This is an optimization exercise on Yosys and OpenROAD, whose aim is small area, a short achievable clock period and few clock cycles, not a production implementation.
At most, simulation tests tie the RTL to the original design; equivalence was not proved.
Power and IR drop assume default switching activity.

==> run a <==
==> flow/design.v <==
module ALU(
  input  [32-1:0] in_0,
  input  [32-1:0] in_1,
  input  [2:0]         func,    
  input                sub,     
  output reg [32-1:0] out,
  output [32-1:0] sum,
  output               eq,
  output               lt_s,
  output               lt_u
);
  wire [32-1:0] x = in_0 ^ in_1;
  wire [32:0] s33 = {1'b0, in_0} + {1'b0, in_1 ^ {32{sub}}} + {32'b0, sub};
  assign sum  = s33[31:0];
  assign eq   = ~|x;
  assign lt_u = ~s33[32];
  assign lt_s = (in_0[31] ^ in_1[31]) ? in_0[31] : s33[31];
  wire left = func[0];
  wire [4:0] amt = left ? (5'd0 - in_1[4:0]) : in_1[4:0];
  wire [31:0] r1 = amt[4] ? {in_0[15:0], in_0[31:16]} : in_0;
  wire [31:0] r2 = amt[3] ? {r1[7:0], r1[31:8]} : r1;
  wire [31:0] r3 = amt[2] ? {r2[3:0], r2[31:4]} : r2;
  wire [31:0] r4 = amt[1] ? {r3[1:0], r3[31:2]} : r3;
  wire [31:0] r5 = amt[0] ? {r4[0], r4[31:1]} : r4;
  wire [31:0] mask = left ? (32'hffffffff << in_1[4:0]) : (32'hffffffff >> in_1[4:0]);
  wire [31:0] rout = r5 & mask;
  always @(*) begin
    case (func)
      3'd0: out = in_0 & in_1;
      3'd1: out = in_0 | in_1;
      3'd2: out = x;
      3'd3, 3'd4, 3'd5: out = sum;
      default: out = rout;
    endcase
  end
endmodule
module rf_rdbit(input [31:0] d, input [31:0] sel, output o);
  assign o = |(d & sel);
endmodule
module GPregistor(
    input clk,
    input rst,
    input  [4:0]  rd_addr,
    output [31:0] rd_data,
    input         we,
    input  [4:0]  wr_addr,
    input  [31:0] wr_data
   );
   reg [31:0] gpr [0:31];
   reg [31:0] gval;
   wire [31:0] sel;
   genvar k, b;
   generate
     for (k = 0; k < 32; k = k + 1) begin : g_sel
       assign sel[k] = gval[k] & (rd_addr == k);
     end
     for (b = 0; b < 32; b = b + 1) begin : g_rd
       wire [31:0] col;
       for (k = 0; k < 32; k = k + 1) begin : g_col
         assign col[k] = gpr[k][b];
       end
       rf_rdbit u (.d(col), .sel(sel), .o(rd_data[b]));
     end
   endgenerate
   always @(posedge clk) begin
     if (we) gpr[wr_addr] <= wr_data;
   end
   always @(posedge clk or negedge rst) begin
     if (~rst) gval <= 32'b0;
     else if (we) gval[wr_addr] <= 1'b1;
   end
endmodule
module CPU_top (
  input  wire                     clk,
  input  wire                     reset,            
  input  wire [32-1:0]       if_bus_rd_data,
  input  wire                     if_bus_rdy,
  input  wire                     if_bus_grnt,
  output wire                     if_bus_req,
  output wire [30-1:0]  if_bus_addr,
  output wire                     if_bus_as,
  input  wire [32-1:0]       mem_bus_rd_data,
  input  wire                     mem_bus_rdy,
  input  wire                     mem_bus_grnt,
  output wire                     mem_bus_req,
  output wire [30-1:0]  mem_bus_addr,
  output wire                     mem_bus_as,
  output wire                     mem_bus_rw,
  output wire [32-1:0]       mem_bus_wr_data
);
  localparam PH_IDLE = 2'd0, PH_A = 2'd1, PH_B = 2'd2, PH_C = 2'd3;
  reg  [1:0]  ph;
  reg         if_req_r;    
  reg         fok;         
  reg         issued;      
  reg         nxt_v;       
  reg  [29:0] fpc;         
  reg  [31:0] ir;
  reg  [4:0]  raddr;
  reg  [31:0] opA, opB;
  reg  [29:0] maddr;       
  reg  [4:0]  dst_q;
  reg         rw_q;
  reg         mreq, mpend, mok;
  wire [5:0]  op     = ir[31:26];
  wire [15:0] imm    = ir[15:0];
  wire [31:0] imm_s  = {{16{imm[15]}}, imm};
  wire [31:0] imm_u  = {16'b0, imm};
  wire is_alu  = (op[5:4] == 2'b00);
  wire is_br   = (op[5:2] == 4'b0100);
  wire is_call = (op == 6'h15);
  wire is_jc   = (op[5:1] == 5'b01010);                  
  wire is_ctl  = is_br | is_jc;
  wire is_st   = (op == 6'h17);
  wire is_mem  = (op[5:1] == 5'b01011);
  wire rtype   = is_alu & (~op[0] | (op[3:0] == 4'hb));
  wire imm_sx  = is_mem | is_alu & (op[3:1] == 3'b011 || op[3:1] == 3'b100);   
  wire [2:0] func = op[3:1];
  wire [31:0] imm_ext = is_br ? {imm_s[29:0], 2'b00} :
                        is_jc ? 32'b0 :
                        imm_sx ? imm_s : imm_u;
  wire [31:0] rf_rd;
  wire        ld_wb  = mem_bus_rdy & ~rw_q;                
  wire        c_act  = (ph == PH_C) & ~nxt_v;               
  wire        we_c   = c_act & (is_alu | is_call) & (~is_ctl | issued);
  wire [31:0] alu_out;
  wire        rf_we  = we_c | ld_wb;
  wire [31:0] rf_wd  = c_act ? alu_out : mem_bus_rd_data;
  GPregistor gpr (
    .clk     (clk),
    .rst     (reset),
    .rd_addr (raddr),
    .rd_data (rf_rd),
    .we      (rf_we),
    .wr_addr (dst_q),
    .wr_data (rf_wd)
  );
  wire [31:0] rd_a = (ld_wb && dst_q == raddr) ? mem_bus_rd_data : rf_rd;
  wire use_pc = (ph == PH_B) ? is_br : is_call;            
  wire [31:0] alu_in0 = use_pc ? {fpc, 2'b00} : opA;
  wire [31:0] alu_sum;
  wire eq, lt_s, lt_u;
  ALU alu (
    .in_0 (alu_in0),
    .in_1 (opB),
    .func (func),
    .sub  ((ph != PH_B) & (is_br | (is_alu & func == 3'd5))),
    .out  (alu_out),
    .sum  (alu_sum),
    .eq   (eq),
    .lt_s (lt_s),
    .lt_u (lt_u)
  );
  reg cond;
  always @(*) begin
    case (op[1:0])
      2'd0: cond = eq;
      2'd1: cond = ~eq;
      2'd2: cond = lt_s;
      default: cond = lt_u;
    endcase
  end
  wire taken = is_br ? cond : 1'b1;
  wire if_as   = if_bus_grnt & fok;
  wire m_as    = mem_bus_grnt & mok;
  wire a_done  = ~mreq | mem_bus_rdy;
  wire c_done  = (mreq & ~mpend) ? m_as : (~is_ctl | issued | nxt_v);
  wire have    = nxt_v | if_bus_rdy;
  wire fin     = (ph == PH_IDLE) | (ph == PH_C & c_done);
  wire enter_a = fin & have;
  wire redirect = c_act & is_ctl & issued & taken;
  reg [1:0] ph_n;
  always @(*) begin
    ph_n = ph;
    case (ph)
      PH_A: if (a_done) ph_n = PH_B;
      PH_B: ph_n = PH_C;
      default: if (fin) ph_n = have ? PH_A : PH_IDLE;
    endcase
  end
  wire issued_n = enter_a ? 1'b0 : (issued | if_as);
  wire nxt_v_n  = enter_a ? 1'b0 : (nxt_v | if_bus_rdy);
  wire fok_n    = (ph_n != PH_A) & ~issued_n & ~nxt_v_n;
  wire mreq_n   = (ph == PH_A & a_done & is_mem) | (mreq & ~mem_bus_rdy);
  wire mpend_n  = m_as | (mpend & ~mem_bus_rdy);
  always @(posedge clk or negedge reset) begin
    if (~reset) begin
      ph       <= PH_IDLE;
      if_req_r <= 1'b0;
      fok      <= 1'b0;
      issued   <= 1'b0;
      nxt_v    <= 1'b0;
      fpc      <= 30'b0;
      mreq     <= 1'b0;
      mpend    <= 1'b0;
      mok      <= 1'b0;
    end else begin
      ph       <= ph_n;
      if_req_r <= 1'b1;
      fok      <= fok_n;
      issued   <= issued_n;
      nxt_v    <= nxt_v_n;
      if (redirect)   fpc <= maddr;
      else if (if_as) fpc <= fpc + 30'd1;
      mreq     <= mreq_n;
      mpend    <= mpend_n;
      mok      <= mreq_n & ~mpend_n;
    end
  end
  always @(posedge clk) begin
    if (if_bus_rdy) ir <= if_bus_rd_data;
    if (if_bus_rdy) raddr <= if_bus_rd_data[25:21];
    else if (ph == PH_A && a_done) raddr <= ir[20:16];
    if (ph == PH_A) begin
      opA <= rd_a;
      opB <= imm_ext;
    end
    if (ph == PH_B) begin
      maddr <= alu_sum[31:2];
      if (rtype | is_br | is_st) opB <= rf_rd;
      dst_q <= rtype ? ir[15:11] : (is_call ? 5'd31 : ir[20:16]);
      rw_q  <= is_st;
    end
  end
  assign if_bus_req      = if_req_r;
  assign if_bus_addr     = fpc;
  assign if_bus_as       = if_as;
  assign mem_bus_req     = mreq;
  assign mem_bus_addr    = maddr;
  assign mem_bus_as      = m_as;
  assign mem_bus_rw      = rw_q;
  assign mem_bus_wr_data = opB;
endmodule
==> flow/run.sh <==
#!/bin/bash
# synth_recipe.tcl (not shown) runs the flow's synth.tcl, then flattens the netlist and writes it again
# the make line also repeats each setting of config.mk as NAME=value (left out here)
make -C /OpenROAD-flow-scripts/flow DESIGN_CONFIG=/design/flow/config.mk WORK_HOME=/design/flow/orfs CLKGATE_MAP_FILE= SYNTH_SCRIPT=/design/flow/synth_recipe.tcl finish
==> flow/config.mk <==
export PLATFORM = sky130hd
export DESIGN_NAME = CPU_top
export DESIGN_NICKNAME = CPU_top
export VERILOG_FILES = /design/flow/design.v
export SDC_FILE = /design/flow/constraint.sdc
export NUM_CORES = 4
export LEC_CHECK = 0
export CAP_MARGIN = 20
export CORE_MARGIN = 2
export CORE_UTILIZATION = 40
export PLACE_DENSITY = 0.6
export SETUP_SLACK_MARGIN = 5
export SLEW_MARGIN = 20
==> flow/constraint.sdc <==
create_clock -name core_clock -period 10.0 [get_ports {clk}]
set_input_delay 2.0000 -clock core_clock [delete_from_list [all_inputs] [get_ports {clk}]]
set_output_delay 2.0000 -clock core_clock [all_outputs]
set_load 0.01 [all_outputs]
==> run b (differences from run a) <==
--- a/flow/design.v
+++ b/flow/design.v
@@ -4,38 +4,32 @@
   input  [2:0]         func,    
   input                sub,     
   output reg [32-1:0] out,
-  output [32-1:0] sum,
   output               eq,
   output               lt_s,
   output               lt_u
 );
   wire [32-1:0] x = in_0 ^ in_1;
-  wire [32:0] s33 = {1'b0, in_0} + {1'b0, in_1 ^ {32{sub}}} + {32'b0, sub};
-  assign sum  = s33[31:0];
+  wire [32:0] sum = {1'b0, in_0} + {1'b0, in_1 ^ {32{sub}}} + {32'b0, sub};
   assign eq   = ~|x;
-  assign lt_u = ~s33[32];
-  assign lt_s = (in_0[31] ^ in_1[31]) ? in_0[31] : s33[31];
+  assign lt_u = ~sum[32];
+  assign lt_s = (in_0[31] ^ in_1[31]) ? in_0[31] : sum[31];
   wire left = func[0];
-  wire [4:0] amt = left ? (5'd0 - in_1[4:0]) : in_1[4:0];
-  wire [31:0] r1 = amt[4] ? {in_0[15:0], in_0[31:16]} : in_0;
-  wire [31:0] r2 = amt[3] ? {r1[7:0], r1[31:8]} : r1;
-  wire [31:0] r3 = amt[2] ? {r2[3:0], r2[31:4]} : r2;
-  wire [31:0] r4 = amt[1] ? {r3[1:0], r3[31:2]} : r3;
-  wire [31:0] r5 = amt[0] ? {r4[0], r4[31:1]} : r4;
-  wire [31:0] mask = left ? (32'hffffffff << in_1[4:0]) : (32'hffffffff >> in_1[4:0]);
-  wire [31:0] rout = r5 & mask;
+  reg [31:0] rin, rsh, rout;
+  integer i;
+  always @(*) begin
+    for (i = 0; i < 32; i = i + 1) rin[i] = left ? in_0[31-i] : in_0[i];
+    rsh = rin >> in_1[4:0];
+    for (i = 0; i < 32; i = i + 1) rout[i] = left ? rsh[31-i] : rsh[i];
+  end
   always @(*) begin
     case (func)
       3'd0: out = in_0 & in_1;
       3'd1: out = in_0 | in_1;
       3'd2: out = x;
-      3'd3, 3'd4, 3'd5: out = sum;
+      3'd3, 3'd4, 3'd5: out = sum[31:0];
       default: out = rout;
     endcase
   end
-endmodule
-module rf_rdbit(input [31:0] d, input [31:0] sel, output o);
-  assign o = |(d & sel);
 endmodule
 module GPregistor(
     input clk,
@@ -48,20 +42,7 @@
    );
    reg [31:0] gpr [0:31];
    reg [31:0] gval;
-   wire [31:0] sel;
-   genvar k, b;
-   generate
-     for (k = 0; k < 32; k = k + 1) begin : g_sel
-       assign sel[k] = gval[k] & (rd_addr == k);
-     end
-     for (b = 0; b < 32; b = b + 1) begin : g_rd
-       wire [31:0] col;
-       for (k = 0; k < 32; k = k + 1) begin : g_col
-         assign col[k] = gpr[k][b];
-       end
-       rf_rdbit u (.d(col), .sel(sel), .o(rd_data[b]));
-     end
-   endgenerate
+   assign rd_data = gval[rd_addr] ? gpr[rd_addr] : 32'b0;
    always @(posedge clk) begin
      if (we) gpr[wr_addr] <= wr_data;
    end
@@ -109,23 +90,20 @@
   wire is_alu  = (op[5:4] == 2'b00);
   wire is_br   = (op[5:2] == 4'b0100);
   wire is_call = (op == 6'h15);
-  wire is_jc   = (op[5:1] == 5'b01010);                  
-  wire is_ctl  = is_br | is_jc;
+  wire is_ctl  = (op[5:3] == 3'b010) & ~op[2] | (op[5:1] == 5'b01010);   
   wire is_st   = (op == 6'h17);
   wire is_mem  = (op[5:1] == 5'b01011);
   wire rtype   = is_alu & (~op[0] | (op[3:0] == 4'hb));
-  wire imm_sx  = is_mem | is_alu & (op[3:1] == 3'b011 || op[3:1] == 3'b100);   
+  wire imm_sx  = is_alu & (op[3:1] == 3'b011 || op[3:1] == 3'b100);   
   wire [2:0] func = op[3:1];
-  wire [31:0] imm_ext = is_br ? {imm_s[29:0], 2'b00} :
-                        is_jc ? 32'b0 :
-                        imm_sx ? imm_s : imm_u;
   wire [31:0] rf_rd;
   wire        ld_wb  = mem_bus_rdy & ~rw_q;                
   wire        c_act  = (ph == PH_C) & ~nxt_v;               
   wire        we_c   = c_act & (is_alu | is_call) & (~is_ctl | issued);
   wire [31:0] alu_out;
+  wire [31:0] wres   = is_call ? {fpc, 2'b00} : alu_out;
   wire        rf_we  = we_c | ld_wb;
-  wire [31:0] rf_wd  = c_act ? alu_out : mem_bus_rd_data;
+  wire [31:0] rf_wd  = c_act ? wres : mem_bus_rd_data;
   GPregistor gpr (
     .clk     (clk),
     .rst     (reset),
@@ -136,17 +114,13 @@
     .wr_data (rf_wd)
   );
   wire [31:0] rd_a = (ld_wb && dst_q == raddr) ? mem_bus_rd_data : rf_rd;
-  wire use_pc = (ph == PH_B) ? is_br : is_call;            
-  wire [31:0] alu_in0 = use_pc ? {fpc, 2'b00} : opA;
-  wire [31:0] alu_sum;
   wire eq, lt_s, lt_u;
   ALU alu (
-    .in_0 (alu_in0),
+    .in_0 (opA),
     .in_1 (opB),
     .func (func),
-    .sub  ((ph != PH_B) & (is_br | (is_alu & func == 3'd5))),
+    .sub  (is_br | (is_alu & func == 3'd5)),
     .out  (alu_out),
-    .sum  (alu_sum),
     .eq   (eq),
     .lt_s (lt_s),
     .lt_u (lt_u)
@@ -161,11 +135,15 @@
     endcase
   end
   wire taken = is_br ? cond : 1'b1;
+  wire [31:0] ax  = is_br ? {fpc, 2'b00} : rd_a;
+  wire [31:0] ay  = is_br ? {imm_s[29:0], 2'b00} : (is_mem ? imm_s : 32'b0);
+  wire [31:0] asum = ax + ay;
   wire if_as   = if_bus_grnt & fok;
   wire m_as    = mem_bus_grnt & mok;
   wire a_done  = ~mreq | mem_bus_rdy;
   wire c_done  = (mreq & ~mpend) ? m_as : (~is_ctl | issued | nxt_v);
   wire have    = nxt_v | if_bus_rdy;
+  wire [31:0] nir = if_bus_rdy ? if_bus_rd_data : ir;
   wire fin     = (ph == PH_IDLE) | (ph == PH_C & c_done);
   wire enter_a = fin & have;
   wire redirect = c_act & is_ctl & issued & taken;
@@ -209,15 +187,14 @@
   end
   always @(posedge clk) begin
     if (if_bus_rdy) ir <= if_bus_rd_data;
-    if (if_bus_rdy) raddr <= if_bus_rd_data[25:21];
+    if (enter_a) raddr <= nir[25:21];
     else if (ph == PH_A && a_done) raddr <= ir[20:16];
     if (ph == PH_A) begin
-      opA <= rd_a;
-      opB <= imm_ext;
+      opA   <= rd_a;
+      maddr <= asum[31:2];
     end
     if (ph == PH_B) begin
-      maddr <= alu_sum[31:2];
-      if (rtype | is_br | is_st) opB <= rf_rd;
+      opB   <= (rtype | is_br | is_st) ? rf_rd : (imm_sx ? imm_s : imm_u);
       dst_q <= rtype ? ir[15:11] : (is_call ? 5'd31 : ir[20:16]);
       rw_q  <= is_st;
     end
Settings changed: SETUP_SLACK_MARGIN 5 to default.
==> run notes <==
- Against run a, the die area of run b is higher by about 8%.
- Of run b and run a, run a has the higher worst setup slack (gap 2.2 ns).
- Run b completed without violations. Run a finished with timing, DRC and antenna clean.
- In run b the first-iteration DRC count is lower than in run a, by about 34%.
- Sequential share of layout area: run b is lower than run a (1.5 points).
- Against run b, the wire length of run a is higher by about 20%.
- In run b the non-clock buffer count is lower than in run a, by 97.
- Register-to-register slack: run b is worse than run a (1.8 ns).
==> figures <==
item                                                                                  run a                      run b
Outcome                                                            timing/DRC/antenna clean   timing/DRC/antenna clean
DRC violation total after the first TritonRoute iteration                              5458                       3600
Global Route Usage Sum                                                                0.299                      0.235
Area share of xor/xnor cells in the synthesized design                               0.0167                     0.0186
Count of filler cells inserted in the layout                                          11200                      12100
Max transition margin                                                                 0.285                      0.282
Post-route minimum period                                                           4.97 ns                    7.14 ns
Area of combinational cells with multiple inputs                                 0.0165 mm2                 0.0193 mm2
Clock group share of total power                                                      0.240                      0.226
Crit path max-delay cell type                              sky130_fd_sc_hd__clkdlybuf4s50_1  sky130_fd_sc_hd__o311ai_0
CTS buffer count                                                                        121                        120
Combinational Power Share                                                             0.378                      0.400
FF+latch area                                                                    0.0362 mm2                 0.0367 mm2
Category of the worst setup path capture point                                   output pin                       flop
Internal power component                                                            12.0 mW                    12.8 mW
Aggregate routed wire length                                                      207000 um                  172000 um
Testbench counts of run b, summed over its fixed seeds: cycles 50,315.
For run a, only the layout was checked, not whether the RTL still works.

## afterwards: timing with drivers on the ports
The results above use ideal ports. As a check the final layouts listed here were re-extracted and re-timed, cells and wires unchanged. Step 1 assumes that a clkbuf_16 drives the clock port and a buf_2 every other input. Step 2 times the ports against the registers' clock, not the clock port: input delays grow and output delays shrink by t, the midpoint of the rising clock arrivals with the driver on. a / b / c = ideal ports / drivers / drivers and shift; a / b = the first two.
| run | t, ns | setup WS [ns] | hold slack, ns | clock arrival spread, ns | cell pins on the clock port's net |
|---|---|---|---|---|---|
| run a | 0.826 | 5.030 / 4.994 / 4.299 | 0.447 / 0.447 / 0.447 | 0.034 / 0.034 | 1 |
| run b | 0.794 | 2.858 / 2.907 / 2.114 | 0.455 / 0.455 / 0.455 | 0.037 / 0.037 | 1 |
After both steps every run listed still meets setup and hold. The setup slack of run b, which loses most, moves by +0.049 ns with the drivers and by -0.744 ns with both steps.
